This design comes from an exercise in tuning for small area and a short achievable clock period on the open sky130 flow, not from production work.
At most, simulation tests tie the RTL to the original design; equivalence was not proved.
Power is estimated from default activity; no workload was simulated.

==> run a <==
## ArquitecturaHybridARMIPS
module ArquitecturaHybridARMIPS(input logic clk, reset,
										  output logic [31:0] imem_addr,
										  input logic [31:0] imem_rdata,
										  output logic [31:0] mem_addr,
										  output logic dmem_we,
										  output logic [31:0] dmem_wdata,
										  input logic [31:0] dmem_rdata,
										  output logic pmem_we,
										  output logic [1:0] pmem_wdata,
										  input logic [1:0] pmem_rdata,
										  output logic rf_we,
										  output logic [3:0] rf_waddr,
										  output logic [31:0] rf_wdata);
==> flow/config.mk <==
export PLATFORM = sky130hd
export DESIGN_NAME = ArquitecturaHybridARMIPS
export DESIGN_NICKNAME = ArquitecturaHybridARMIPS
export VERILOG_FILES = /design/flow/design.v
export SDC_FILE = /design/flow/constraint.sdc
export NUM_CORES = 4
export LEC_CHECK = 0
export CAP_MARGIN = 20
export CORE_MARGIN = 5
export CORE_UTILIZATION = 40
export SLEW_MARGIN = 20
==> flow/constraint.sdc <==
create_clock -name core_clock -period 14.0 [get_ports {clk}]
set_input_delay 2.8000 -clock core_clock [delete_from_list [all_inputs] [get_ports {clk}]]
set_output_delay 2.8000 -clock core_clock [all_outputs]
set_load 0.01 [all_outputs]
run.sh (not shown) runs the stock make flow with config.mk's settings and CLKGATE_MAP_FILE= SYNTH_SCRIPT=/design/flow/synth_recipe.tcl, a recipe that flattens the netlist after the stock synthesis.
==> run b (differences from run a) <==
--- a/flow/design.v
+++ b/flow/design.v
@@ -48,14 +48,16 @@
 										  input logic [1:0] pmem_rdata,
 										  output logic rf_we,
 										  output logic [3:0] rf_waddr,
 										  output logic [31:0] rf_wdata);
 	logic [31:0] pc;                   
 	logic [31:0] ir;                   
 	logic        ir_v;
+	logic [15:0] ir_s1, ir_s2;         
+	logic        ir_pc;                
 	logic [31:0] e_a, e_b, e_wd;
 	logic [3:0]  e_rd;
 	logic        e_sub;
 	logic        e_add, e_shl, e_shr, e_or, e_avr, e_cum;
 	logic        e_rw, e_br, e_cmp, e_mw, e_mpw, e_ldr, e_lpx;
 	logic [2:0]  e_cond;
 	logic [31:0] m_res, m_wd;
@@ -69,23 +71,39 @@
 	logic [15:0] rf_v;
 	always_ff @(posedge clk) begin
 		if (reset) pc <= 32'b0;
 		else if (w_br) pc <= w_res;
 		else pc <= pc + 32'd1;
 		ir <= imem_rdata;
 		ir_v <= ~reset;
+		ir_s1 <= rf_v_next & ~{16{f_pcq}} & f_s1;
+		ir_s2 <= rf_v_next & ~{16{f_pcq}} & f_s2;
+		ir_pc <= f_pcq;
 	end
 	assign imem_addr = pc;
+	logic [15:0] f_rn, f_rd, f_rs, f_s1, f_s2;
+	logic        f_cmp, f_mem, f_pcq;
+	always_comb
+		for (int k = 0; k < 16; k++) begin
+			f_rn[k] = imem_rdata[21:18] == k[3:0];
+			f_rd[k] = imem_rdata[17:14] == k[3:0];
+			f_rs[k] = imem_rdata[13:10] == k[3:0];
+		end
+	assign f_cmp = (imem_rdata[28:27] == 2'd0) & (imem_rdata[25:22] == 4'd7);
+	assign f_mem = imem_rdata[28:27] == 2'd1;
+	assign f_s1  = f_cmp ? f_rd : f_rn;
+	assign f_s2  = f_mem ? f_rd : ((f_cmp & ~imem_rdata[26]) ? f_rn : f_rs);
+	assign f_pcq = (f_cmp & imem_rdata[26]) ? f_rd[15] : f_rn[15];
 	logic [1:0] cls;
 	logic       immf;
-	logic [3:0] op, Rn, Rd, Rs, p1, p2;
+	logic [3:0] op, Rn, Rd, Rs;
 	logic       isD, isM, isB;
 	logic       dSUB, dADD, dMOV, dORR, dCMP, dLSL, dLSR, dAVR, dCUM;
 	logic       mSTR, mLPX, mSPX, mLDR;
-	logic       d_sx, pcq, a_en, bimm, br2, sub;
+	logic       d_sx, a_en, bimm, br2, sub;
 	logic [31:0] imm32, R1, R2, B;
 	logic [7:0]  cs_s, cs_c;
 	assign cls  = ir[28:27];
 	assign immf = ir[26];
 	assign op   = ir[25:22];
 	assign Rn   = ir[21:18];
 	assign Rd   = ir[17:14];
@@ -104,29 +122,24 @@
 	assign dCUM = isD & ~immf & (op == 4'd11);
 	assign mSTR = isM & (ir[26:25] == 2'd0);
 	assign mLPX = isM & (ir[26:25] == 2'd1);
 	assign mSPX = isM & (ir[26:25] == 2'd2);
 	assign mLDR = isM & (ir[26:25] == 2'd3);
 	assign d_sx = ~(dORR | dLSL | dLSR);
 	assign imm32 = (cls == 2'd2) ? {5'b0, ir[26:0]} : {{18{d_sx & ir[13]}}, ir[13:0]};
-	assign p1  = dCMP ? Rd : Rn;
-	assign p2  = isM ? Rd : ((dCMP & ~immf) ? Rn : Rs);
-	assign pcq = ((dCMP & immf) ? Rd : Rn) == 4'hf;
 	always_comb begin
 		R1 = 32'b0;
 		R2 = 32'b0;
 		for (int k = 0; k < 16; k++) begin
-			if (rf_v[k] && p1 == k[3:0]) R1 = R1 | rf[k];
-			if (rf_v[k] && p2 == k[3:0]) R2 = R2 | rf[k];
-		end
-		if (w_rw && w_rd == p1) R1 = w_res;
-		if (w_rw && w_rd == p2) R2 = w_res;
-		if (pcq) begin
-			R1 = pc;
-			R2 = pc;
+			if (ir_s1[k]) R1 = R1 | rf[k];
+			if (ir_s2[k]) R2 = R2 | rf[k];
+		end
+		if (ir_pc) begin
+			R1 = R1 | pc;
+			R2 = R2 | pc;
 		end
 	end
 	assign a_en = ~((dMOV & immf) | isB);
 	assign bimm = (immf & (dSUB | dADD | dMOV | dORR | dCMP | dLSL | dLSR)) | mSTR | mLDR | isB;
 	assign br2  = (~immf & (dSUB | dADD | dORR | dCMP | dLSL | dLSR)) | dCUM;
 	assign sub  = dSUB | dCMP;
 	assign cs_s = R1[7:0] ^ R1[15:8] ^ R1[23:16];
@@ -215,28 +228,32 @@
 		end
 	end
 	assign mem_addr   = m_res;
 	assign dmem_we    = m_mw;
 	assign dmem_wdata = m_wd;
 	assign pmem_we    = m_mpw;
 	assign pmem_wdata = m_wd[1:0];
-	always_ff @(posedge clk) begin
-		w_res <= m_ldr ? dmem_rdata : (m_lpx ? {30'b0, pmem_rdata} : m_res);
+	logic [31:0] m_out;
+	assign m_out = m_ldr ? dmem_rdata : (m_lpx ? {30'b0, pmem_rdata} : m_res);
+	always_ff @(posedge clk) begin
+		w_res <= m_out;
 		w_rd  <= m_rd;
 		if (reset) begin
 			w_rw <= 1'b0; w_br <= 1'b0;
 		end else begin
 			w_rw <= m_rw;
 			w_br <= m_br;
 		end
 	end
 	assign rf_we    = w_rw;
 	assign rf_waddr = w_rd;
 	assign rf_wdata = w_res;
-	always_ff @(posedge clk) begin
+	logic [15:0] rf_v_next;
+	always_comb
 		for (int k = 0; k < 16; k++)
-			if (w_rw && w_rd == k[3:0]) rf[k] <= w_res;
-		if (reset) rf_v <= 16'b0;
-		else for (int k = 0; k < 16; k++)
-			if (w_rw && w_rd == k[3:0]) rf_v[k] <= 1'b1;
+			rf_v_next[k] = ~reset & (rf_v[k] | (m_rw && m_rd == k[3:0]));
+	always_ff @(posedge clk) begin
+		for (int k = 0; k < 16; k++)
+			if (m_rw && m_rd == k[3:0]) rf[k] <= m_out;
+		rf_v <= rf_v_next;
 	end
 endmodule
==> flow/flow/run.sh (new file) <==
#!/bin/bash
# The standard synthesis and layout (standard.sh), with two changes in
# how the layout is made:
#  - timing repair aims at a tighter setup target (a slack margin) than the
#    clock period alone asks for;
#  - the port buffers are plain buf_2 cells instead of delay buffers.
set -o pipefail
bash standard.sh SETUP_SLACK_MARGIN=10.5 "BUFFER_PORTS_ARGS=-buffer_cell sky130_fd_sc_hd__buf_2" finish > standard.log 2>&1
==> flow/standard.sh (new file) <==
#!/bin/bash
# synth_recipe.tcl (not shown) runs the flow's synth.tcl, then flattens the netlist and writes it again
# the make line also repeats each setting of config.mk as NAME=value (left out here)
make -C /OpenROAD-flow-scripts/flow DESIGN_CONFIG=/design/flow/config.mk WORK_HOME=/design/flow/orfs CLKGATE_MAP_FILE= SYNTH_SCRIPT=/design/flow/synth_recipe.tcl "${@:-finish}"
CTS_BUF_LIST = sky130_fd_sc_hd__clkbuf_16   (was unset)
CTS_CLUSTER_DIAMETER = 80   (was unset)
CTS_CLUSTER_SIZE = 30   (was unset)
removed: flow/run.sh
==> run c (differences from run a) <==
--- a/flow/design.v
+++ b/flow/design.v
@@ -48,14 +48,16 @@
 										  input logic [1:0] pmem_rdata,
 										  output logic rf_we,
 										  output logic [3:0] rf_waddr,
 										  output logic [31:0] rf_wdata);
 	logic [31:0] pc;                   
 	logic [31:0] ir;                   
 	logic        ir_v;
+	logic [15:0] ir_s1, ir_s2;         
+	logic        ir_pc;                
 	logic [31:0] e_a, e_b, e_wd;
 	logic [3:0]  e_rd;
 	logic        e_sub;
 	logic        e_add, e_shl, e_shr, e_or, e_avr, e_cum;
 	logic        e_rw, e_br, e_cmp, e_mw, e_mpw, e_ldr, e_lpx;
 	logic [2:0]  e_cond;
 	logic [31:0] m_res, m_wd;
@@ -69,23 +71,35 @@
 	logic [15:0] rf_v;
 	always_ff @(posedge clk) begin
 		if (reset) pc <= 32'b0;
 		else if (w_br) pc <= w_res;
 		else pc <= pc + 32'd1;
 		ir <= imem_rdata;
 		ir_v <= ~reset;
+		for (int k = 0; k < 16; k++) begin
+			ir_s1[k] <= rf_v_next[k] & ~f_pcq & (f_p1 == k[3:0]);
+			ir_s2[k] <= rf_v_next[k] & ~f_pcq & (f_p2 == k[3:0]);
+		end
+		ir_pc <= f_pcq;
 	end
 	assign imem_addr = pc;
+	logic [3:0] f_p1, f_p2;
+	logic       f_cmp, f_pcq;
+	assign f_cmp = (imem_rdata[28:27] == 2'd0) & (imem_rdata[25:22] == 4'd7);
+	assign f_p1  = f_cmp ? imem_rdata[17:14] : imem_rdata[21:18];
+	assign f_p2  = (imem_rdata[28:27] == 2'd1) ? imem_rdata[17:14] :
+	               ((f_cmp & ~imem_rdata[26]) ? imem_rdata[21:18] : imem_rdata[13:10]);
+	assign f_pcq = ((f_cmp & imem_rdata[26]) ? imem_rdata[17:14] : imem_rdata[21:18]) == 4'hf;
 	logic [1:0] cls;
 	logic       immf;
-	logic [3:0] op, Rn, Rd, Rs, p1, p2;
+	logic [3:0] op, Rn, Rd, Rs;
 	logic       isD, isM, isB;
 	logic       dSUB, dADD, dMOV, dORR, dCMP, dLSL, dLSR, dAVR, dCUM;
 	logic       mSTR, mLPX, mSPX, mLDR;
-	logic       d_sx, pcq, a_en, bimm, br2, sub;
+	logic       d_sx, a_en, bimm, br2, sub;
 	logic [31:0] imm32, R1, R2, B;
 	logic [7:0]  cs_s, cs_c;
 	assign cls  = ir[28:27];
 	assign immf = ir[26];
 	assign op   = ir[25:22];
 	assign Rn   = ir[21:18];
 	assign Rd   = ir[17:14];
@@ -104,29 +118,24 @@
 	assign dCUM = isD & ~immf & (op == 4'd11);
 	assign mSTR = isM & (ir[26:25] == 2'd0);
 	assign mLPX = isM & (ir[26:25] == 2'd1);
 	assign mSPX = isM & (ir[26:25] == 2'd2);
 	assign mLDR = isM & (ir[26:25] == 2'd3);
 	assign d_sx = ~(dORR | dLSL | dLSR);
 	assign imm32 = (cls == 2'd2) ? {5'b0, ir[26:0]} : {{18{d_sx & ir[13]}}, ir[13:0]};
-	assign p1  = dCMP ? Rd : Rn;
-	assign p2  = isM ? Rd : ((dCMP & ~immf) ? Rn : Rs);
-	assign pcq = ((dCMP & immf) ? Rd : Rn) == 4'hf;
 	always_comb begin
 		R1 = 32'b0;
 		R2 = 32'b0;
 		for (int k = 0; k < 16; k++) begin
-			if (rf_v[k] && p1 == k[3:0]) R1 = R1 | rf[k];
-			if (rf_v[k] && p2 == k[3:0]) R2 = R2 | rf[k];
-		end
-		if (w_rw && w_rd == p1) R1 = w_res;
-		if (w_rw && w_rd == p2) R2 = w_res;
-		if (pcq) begin
-			R1 = pc;
-			R2 = pc;
+			if (ir_s1[k]) R1 = R1 | rf[k];
+			if (ir_s2[k]) R2 = R2 | rf[k];
+		end
+		if (ir_pc) begin
+			R1 = R1 | pc;
+			R2 = R2 | pc;
 		end
 	end
 	assign a_en = ~((dMOV & immf) | isB);
 	assign bimm = (immf & (dSUB | dADD | dMOV | dORR | dCMP | dLSL | dLSR)) | mSTR | mLDR | isB;
 	assign br2  = (~immf & (dSUB | dADD | dORR | dCMP | dLSL | dLSR)) | dCUM;
 	assign sub  = dSUB | dCMP;
 	assign cs_s = R1[7:0] ^ R1[15:8] ^ R1[23:16];
@@ -215,28 +224,32 @@
 		end
 	end
 	assign mem_addr   = m_res;
 	assign dmem_we    = m_mw;
 	assign dmem_wdata = m_wd;
 	assign pmem_we    = m_mpw;
 	assign pmem_wdata = m_wd[1:0];
-	always_ff @(posedge clk) begin
-		w_res <= m_ldr ? dmem_rdata : (m_lpx ? {30'b0, pmem_rdata} : m_res);
+	logic [31:0] m_out;
+	assign m_out = m_ldr ? dmem_rdata : (m_lpx ? {30'b0, pmem_rdata} : m_res);
+	always_ff @(posedge clk) begin
+		w_res <= m_out;
 		w_rd  <= m_rd;
 		if (reset) begin
 			w_rw <= 1'b0; w_br <= 1'b0;
 		end else begin
 			w_rw <= m_rw;
 			w_br <= m_br;
 		end
 	end
 	assign rf_we    = w_rw;
 	assign rf_waddr = w_rd;
 	assign rf_wdata = w_res;
-	always_ff @(posedge clk) begin
+	logic [15:0] rf_v_next;
+	always_comb
 		for (int k = 0; k < 16; k++)
-			if (w_rw && w_rd == k[3:0]) rf[k] <= w_res;
-		if (reset) rf_v <= 16'b0;
-		else for (int k = 0; k < 16; k++)
-			if (w_rw && w_rd == k[3:0]) rf_v[k] <= 1'b1;
+			rf_v_next[k] = ~reset & (rf_v[k] | (m_rw && m_rd == k[3:0]));
+	always_ff @(posedge clk) begin
+		for (int k = 0; k < 16; k++)
+			if (m_rw && m_rd == k[3:0]) rf[k] <= m_out;
+		rf_v <= rf_v_next;
 	end
 endmodule
==> flow/flow/run.sh (new file) <==
#!/bin/bash
# The standard synthesis and layout (standard.sh), with two changes in
# how the layout is made:
#  - timing repair aims at a tighter setup target (a slack margin) than the
#    clock period alone asks for;
#  - the port buffers are plain buf_2 cells instead of delay buffers.
set -o pipefail
bash standard.sh SETUP_SLACK_MARGIN=10 "BUFFER_PORTS_ARGS=-buffer_cell sky130_fd_sc_hd__buf_2" finish > standard.log 2>&1
==> flow/standard.sh (new file) <==
#!/bin/bash
# synth_recipe.tcl (not shown) runs the flow's synth.tcl, then flattens the netlist and writes it again
# the make line also repeats each setting of config.mk as NAME=value (left out here)
make -C /OpenROAD-flow-scripts/flow DESIGN_CONFIG=/design/flow/config.mk WORK_HOME=/design/flow/orfs CLKGATE_MAP_FILE= SYNTH_SCRIPT=/design/flow/synth_recipe.tcl "${@:-finish}"
CORE_UTILIZATION = 65   (was 40)
removed: flow/run.sh
==> run d (differences from run a) <==
--- a/flow/design.v
+++ b/flow/design.v
@@ -48,14 +48,16 @@
 										  input logic [1:0] pmem_rdata,
 										  output logic rf_we,
 										  output logic [3:0] rf_waddr,
 										  output logic [31:0] rf_wdata);
 	logic [31:0] pc;                   
 	logic [31:0] ir;                   
 	logic        ir_v;
+	logic [15:0] ir_s1, ir_s2;         
+	logic        ir_pc;                
 	logic [31:0] e_a, e_b, e_wd;
 	logic [3:0]  e_rd;
 	logic        e_sub;
 	logic        e_add, e_shl, e_shr, e_or, e_avr, e_cum;
 	logic        e_rw, e_br, e_cmp, e_mw, e_mpw, e_ldr, e_lpx;
 	logic [2:0]  e_cond;
 	logic [31:0] m_res, m_wd;
@@ -69,23 +71,35 @@
 	logic [15:0] rf_v;
 	always_ff @(posedge clk) begin
 		if (reset) pc <= 32'b0;
 		else if (w_br) pc <= w_res;
 		else pc <= pc + 32'd1;
 		ir <= imem_rdata;
 		ir_v <= ~reset;
+		for (int k = 0; k < 16; k++) begin
+			ir_s1[k] <= ~f_pcq & (f_p1 == k[3:0]);
+			ir_s2[k] <= ~f_pcq & (f_p2 == k[3:0]);
+		end
+		ir_pc <= f_pcq;
 	end
 	assign imem_addr = pc;
+	logic [3:0] f_p1, f_p2;
+	logic       f_cmp, f_pcq;
+	assign f_cmp = (imem_rdata[28:27] == 2'd0) & (imem_rdata[25:22] == 4'd7);
+	assign f_p1  = f_cmp ? imem_rdata[17:14] : imem_rdata[21:18];
+	assign f_p2  = (imem_rdata[28:27] == 2'd1) ? imem_rdata[17:14] :
+	               ((f_cmp & ~imem_rdata[26]) ? imem_rdata[21:18] : imem_rdata[13:10]);
+	assign f_pcq = ((f_cmp & imem_rdata[26]) ? imem_rdata[17:14] : imem_rdata[21:18]) == 4'hf;
 	logic [1:0] cls;
 	logic       immf;
-	logic [3:0] op, Rn, Rd, Rs, p1, p2;
+	logic [3:0] op, Rn, Rd, Rs;
 	logic       isD, isM, isB;
 	logic       dSUB, dADD, dMOV, dORR, dCMP, dLSL, dLSR, dAVR, dCUM;
 	logic       mSTR, mLPX, mSPX, mLDR;
-	logic       d_sx, pcq, a_en, bimm, br2, sub;
+	logic       d_sx, a_en, bimm, br2, sub;
 	logic [31:0] imm32, R1, R2, B;
 	logic [7:0]  cs_s, cs_c;
 	assign cls  = ir[28:27];
 	assign immf = ir[26];
 	assign op   = ir[25:22];
 	assign Rn   = ir[21:18];
 	assign Rd   = ir[17:14];
@@ -104,29 +118,24 @@
 	assign dCUM = isD & ~immf & (op == 4'd11);
 	assign mSTR = isM & (ir[26:25] == 2'd0);
 	assign mLPX = isM & (ir[26:25] == 2'd1);
 	assign mSPX = isM & (ir[26:25] == 2'd2);
 	assign mLDR = isM & (ir[26:25] == 2'd3);
 	assign d_sx = ~(dORR | dLSL | dLSR);
 	assign imm32 = (cls == 2'd2) ? {5'b0, ir[26:0]} : {{18{d_sx & ir[13]}}, ir[13:0]};
-	assign p1  = dCMP ? Rd : Rn;
-	assign p2  = isM ? Rd : ((dCMP & ~immf) ? Rn : Rs);
-	assign pcq = ((dCMP & immf) ? Rd : Rn) == 4'hf;
 	always_comb begin
 		R1 = 32'b0;
 		R2 = 32'b0;
 		for (int k = 0; k < 16; k++) begin
-			if (rf_v[k] && p1 == k[3:0]) R1 = R1 | rf[k];
-			if (rf_v[k] && p2 == k[3:0]) R2 = R2 | rf[k];
-		end
-		if (w_rw && w_rd == p1) R1 = w_res;
-		if (w_rw && w_rd == p2) R2 = w_res;
-		if (pcq) begin
-			R1 = pc;
-			R2 = pc;
+			if (rf_v[k] && ir_s1[k]) R1 = R1 | rf[k];
+			if (rf_v[k] && ir_s2[k]) R2 = R2 | rf[k];
+		end
+		if (ir_pc) begin
+			R1 = R1 | pc;
+			R2 = R2 | pc;
 		end
 	end
 	assign a_en = ~((dMOV & immf) | isB);
 	assign bimm = (immf & (dSUB | dADD | dMOV | dORR | dCMP | dLSL | dLSR)) | mSTR | mLDR | isB;
 	assign br2  = (~immf & (dSUB | dADD | dORR | dCMP | dLSL | dLSR)) | dCUM;
 	assign sub  = dSUB | dCMP;
 	assign cs_s = R1[7:0] ^ R1[15:8] ^ R1[23:16];
@@ -168,22 +177,20 @@
 	assign big  = |e_b[31:5];
 	assign shl  = big ? 32'b0 : (e_a << e_b[4:0]);
 	assign shr  = big ? 32'b0 : (e_a >> e_b[4:0]);
 	assign csum = {2'b0, e_b[7:0]} + {1'b0, e_b[15:8], 1'b0};
 	AverageUnit avg (csum, avr);
 	assign cum  = (e_b[31:8] == 24'b0) & (e_a[7:0] >= e_b[7:0]);
 	assign nb31 = (e_b[30:0] == {31{1'b1}}) ? ~e_b[31] : e_b[31];
-	logic g;
-	assign g = ~reset;
-	assign res = ((g & e_add) ? sum : 32'b0)
-	           | ((g & e_shl) ? shl : 32'b0)
-	           | ((g & e_shr) ? shr : 32'b0)
-	           | ((g & e_or)  ? (e_a | e_b) : 32'b0)
-	           | ((g & e_avr) ? {24'b0, avr} : 32'b0)
-	           | ((g & e_cum) ? {31'b0, cum} : 32'b0);
+	assign res = (e_add ? sum : 32'b0)
+	           | (e_shl ? shl : 32'b0)
+	           | (e_shr ? shr : 32'b0)
+	           | (e_or  ? (e_a | e_b) : 32'b0)
+	           | (e_avr ? {24'b0, avr} : 32'b0)
+	           | (e_cum ? {31'b0, cum} : 32'b0);
 	assign z = m_cmp ? (m_res == 32'b0) : f_z;
 	assign n = m_cmp ? m_res[31] : f_n;
 	assign v = m_cmp ? ((m_a31 == m_nb31) & (m_res[31] != m_a31)) : f_v;
 	always_comb
 		case (e_cond)
 			3'd0: condi = z;
 			3'd1: condi = ~z;
@@ -191,52 +198,55 @@
 			3'd3: condi = (n != v);
 			3'd4: condi = ~z & (n == v);
 			3'd5: condi = z | (n != v);
 			3'd6: condi = 1'b0;
 			default: condi = 1'b1;
 		endcase
 	always_ff @(posedge clk) begin
-		m_res  <= res;
 		m_wd   <= e_wd;
 		m_rd   <= e_rd;
 		m_ldr  <= e_ldr;
 		m_lpx  <= e_lpx;
 		m_a31  <= e_a[31];
 		m_nb31 <= nb31;
 		if (reset) begin
+			m_res <= 32'b0;
 			m_rw <= 1'b0; m_br <= 1'b0; m_mw <= 1'b0; m_mpw <= 1'b0; m_cmp <= 1'b0;
 			f_z <= 1'b0; f_n <= 1'b0; f_v <= 1'b0;
 		end else begin
+			m_res <= res;
 			m_rw  <= e_rw & condi;
 			m_br  <= e_br & condi;
 			m_mw  <= e_mw;
 			m_mpw <= e_mpw;
 			m_cmp <= e_cmp;
 			f_z <= z; f_n <= n; f_v <= v;
 		end
 	end
 	assign mem_addr   = m_res;
 	assign dmem_we    = m_mw;
 	assign dmem_wdata = m_wd;
 	assign pmem_we    = m_mpw;
 	assign pmem_wdata = m_wd[1:0];
-	always_ff @(posedge clk) begin
-		w_res <= m_ldr ? dmem_rdata : (m_lpx ? {30'b0, pmem_rdata} : m_res);
+	logic [31:0] m_out;
+	assign m_out = m_ldr ? dmem_rdata : (m_lpx ? {30'b0, pmem_rdata} : m_res);
+	always_ff @(posedge clk) begin
+		w_res <= m_out;
 		w_rd  <= m_rd;
 		if (reset) begin
 			w_rw <= 1'b0; w_br <= 1'b0;
 		end else begin
 			w_rw <= m_rw;
 			w_br <= m_br;
 		end
 	end
 	assign rf_we    = w_rw;
 	assign rf_waddr = w_rd;
 	assign rf_wdata = w_res;
 	always_ff @(posedge clk) begin
 		for (int k = 0; k < 16; k++)
-			if (w_rw && w_rd == k[3:0]) rf[k] <= w_res;
+			if (m_rw && m_rd == k[3:0]) rf[k] <= m_out;
 		if (reset) rf_v <= 16'b0;
 		else for (int k = 0; k < 16; k++)
-			if (w_rw && w_rd == k[3:0]) rf_v[k] <= 1'b1;
+			if (m_rw && m_rd == k[3:0]) rf_v[k] <= 1'b1;
 	end
 endmodule
==> flow/flow/run.sh (new file) <==
#!/bin/bash
# The standard synthesis and layout (standard.sh), with two changes in
# how the layout is made:
#  - timing repair aims at a tighter setup target (a slack margin) than the
#    clock period alone asks for;
#  - the port buffers are plain buf_2 cells instead of delay buffers.
set -o pipefail
bash standard.sh SETUP_SLACK_MARGIN=10 "BUFFER_PORTS_ARGS=-buffer_cell sky130_fd_sc_hd__buf_2" finish > standard.log 2>&1
==> flow/standard.sh (new file) <==
#!/bin/bash
# synth_recipe.tcl (not shown) runs the flow's synth.tcl, then flattens the netlist and writes it again
# the make line also repeats each setting of config.mk as NAME=value (left out here)
make -C /OpenROAD-flow-scripts/flow DESIGN_CONFIG=/design/flow/config.mk WORK_HOME=/design/flow/orfs CLKGATE_MAP_FILE= SYNTH_SCRIPT=/design/flow/synth_recipe.tcl "${@:-finish}"
removed: flow/run.sh
==> qor summary <==
Result of the run: run d timing/DRC/antenna clean; run a timing/DRC/antenna clean; run b timing/DRC/antenna clean; run c timing/DRC/antenna clean
Total nets after synthesis: run d 3,924; run a 4,086; run b 3,761; run c 3,711
Non-CTS buffers: run d 379; run a 340; run b 471; run c 367
Internal power contribution: run d 0.00431 W; run a 0.00422 W; run b 0.00352 W; run c 0.00424 W
Capturing instance or port of the critical path: run d ir_s2[1]; run a e_b[3]; run b imem_addr[3]; run c ir_s2[3]
Post-placement setup slack: run d 8.93 ns; run a 8.17 ns; run b 8.35 ns; run c 8.21 ns
Area of the mapped netlist: run d 0.0410 sq mm; run a 0.0418 sq mm; run b 0.0407 sq mm; run c 0.0403 sq mm
Switching fraction of total power: run d 0.243; run a 0.245; run b 0.268; run c 0.239
Simple-gate share of the synthesized area: run d 0.125; run a 0.124; run b 0.114; run c 0.109
Wire length on met1: run d 65.4 mm; run a 65.7 mm; run b 65.0 mm; run c 53.7 mm
Worst VDD drop: run d 0.0000858 V; run a 0.0000828 V; run b 0.0000952 V; run c 0.000159 V
DR WL/cell: run d 32.6 microns; run a 32.3 microns; run b 34.0 microns; run c 36.1 microns
Combinational share of power: run d 0.076; run a 0.079; run b 0.108; run c 0.076
Die Area: run d 0.109 sq mm; run a 0.111 sq mm; run b 0.108 sq mm; run c 0.0670 sq mm
Worst endpoint required time: run d 14.58 ns; run a 14.54 ns; run b 11.20 ns; run c 14.59 ns
Fraction of area in multi-input gates: run d 0.365; run a 0.386; run b 0.374; run c 0.367
Clock network contribution to total cell area: run d 0.0659; run a 0.0643; run b 0.0316; run c 0.0643
Source of the critical timing path: run d imem_rdata[25]; run a ir[23]; run b pc[3]; run c imem_rdata[25]
Via count of the first global-routing pass: run d 33,800; run a 35,000; run b 33,900; run c 35,100
XOR/XNOR Fraction of Synth Area: run d 0.0205; run a 0.0230; run b 0.0197; run c 0.0215
Yosys cell types: run d 99; run a 95; run b 96; run c 91
Final non-filler cell total: run d 5,427; run a 5,520; run b 5,281; run c 4,617
No functional check of the RTL was part of run d.

[separate check: timing with driven ports]
Ports are ideal in the flow. The routed layouts listed here were re-timed in OpenROAD. Step 1, drivers: a clkbuf_16 drives clk and a buf_2 each remaining input, both assumed. Step 2 times the ports against the registers' clock, not the clock port: input delays grow and output delays shrink by t, the midpoint of the rising clock arrivals with the driver on. a / b / c = ideal / step 1 / step 2; a / b = the first two.
run | t, ns | setup slack, ns | worst data-port slew with drivers (ns)
run a | 0.741 | 7.680 / 7.680 / 7.680 | 0.07
run b | 0.710 | 9.998 / 9.925 / 9.399 | 0.28
run c | 0.711 | 9.905 / 9.894 / 9.183 | 0.16
run d | 0.728 | 9.905 / 9.896 / 9.206 | 0.05
After both steps every run listed still meets setup and hold. The setup slack of run c, which loses most, moves by -0.011 ns with the drivers and by -0.722 ns with both steps.
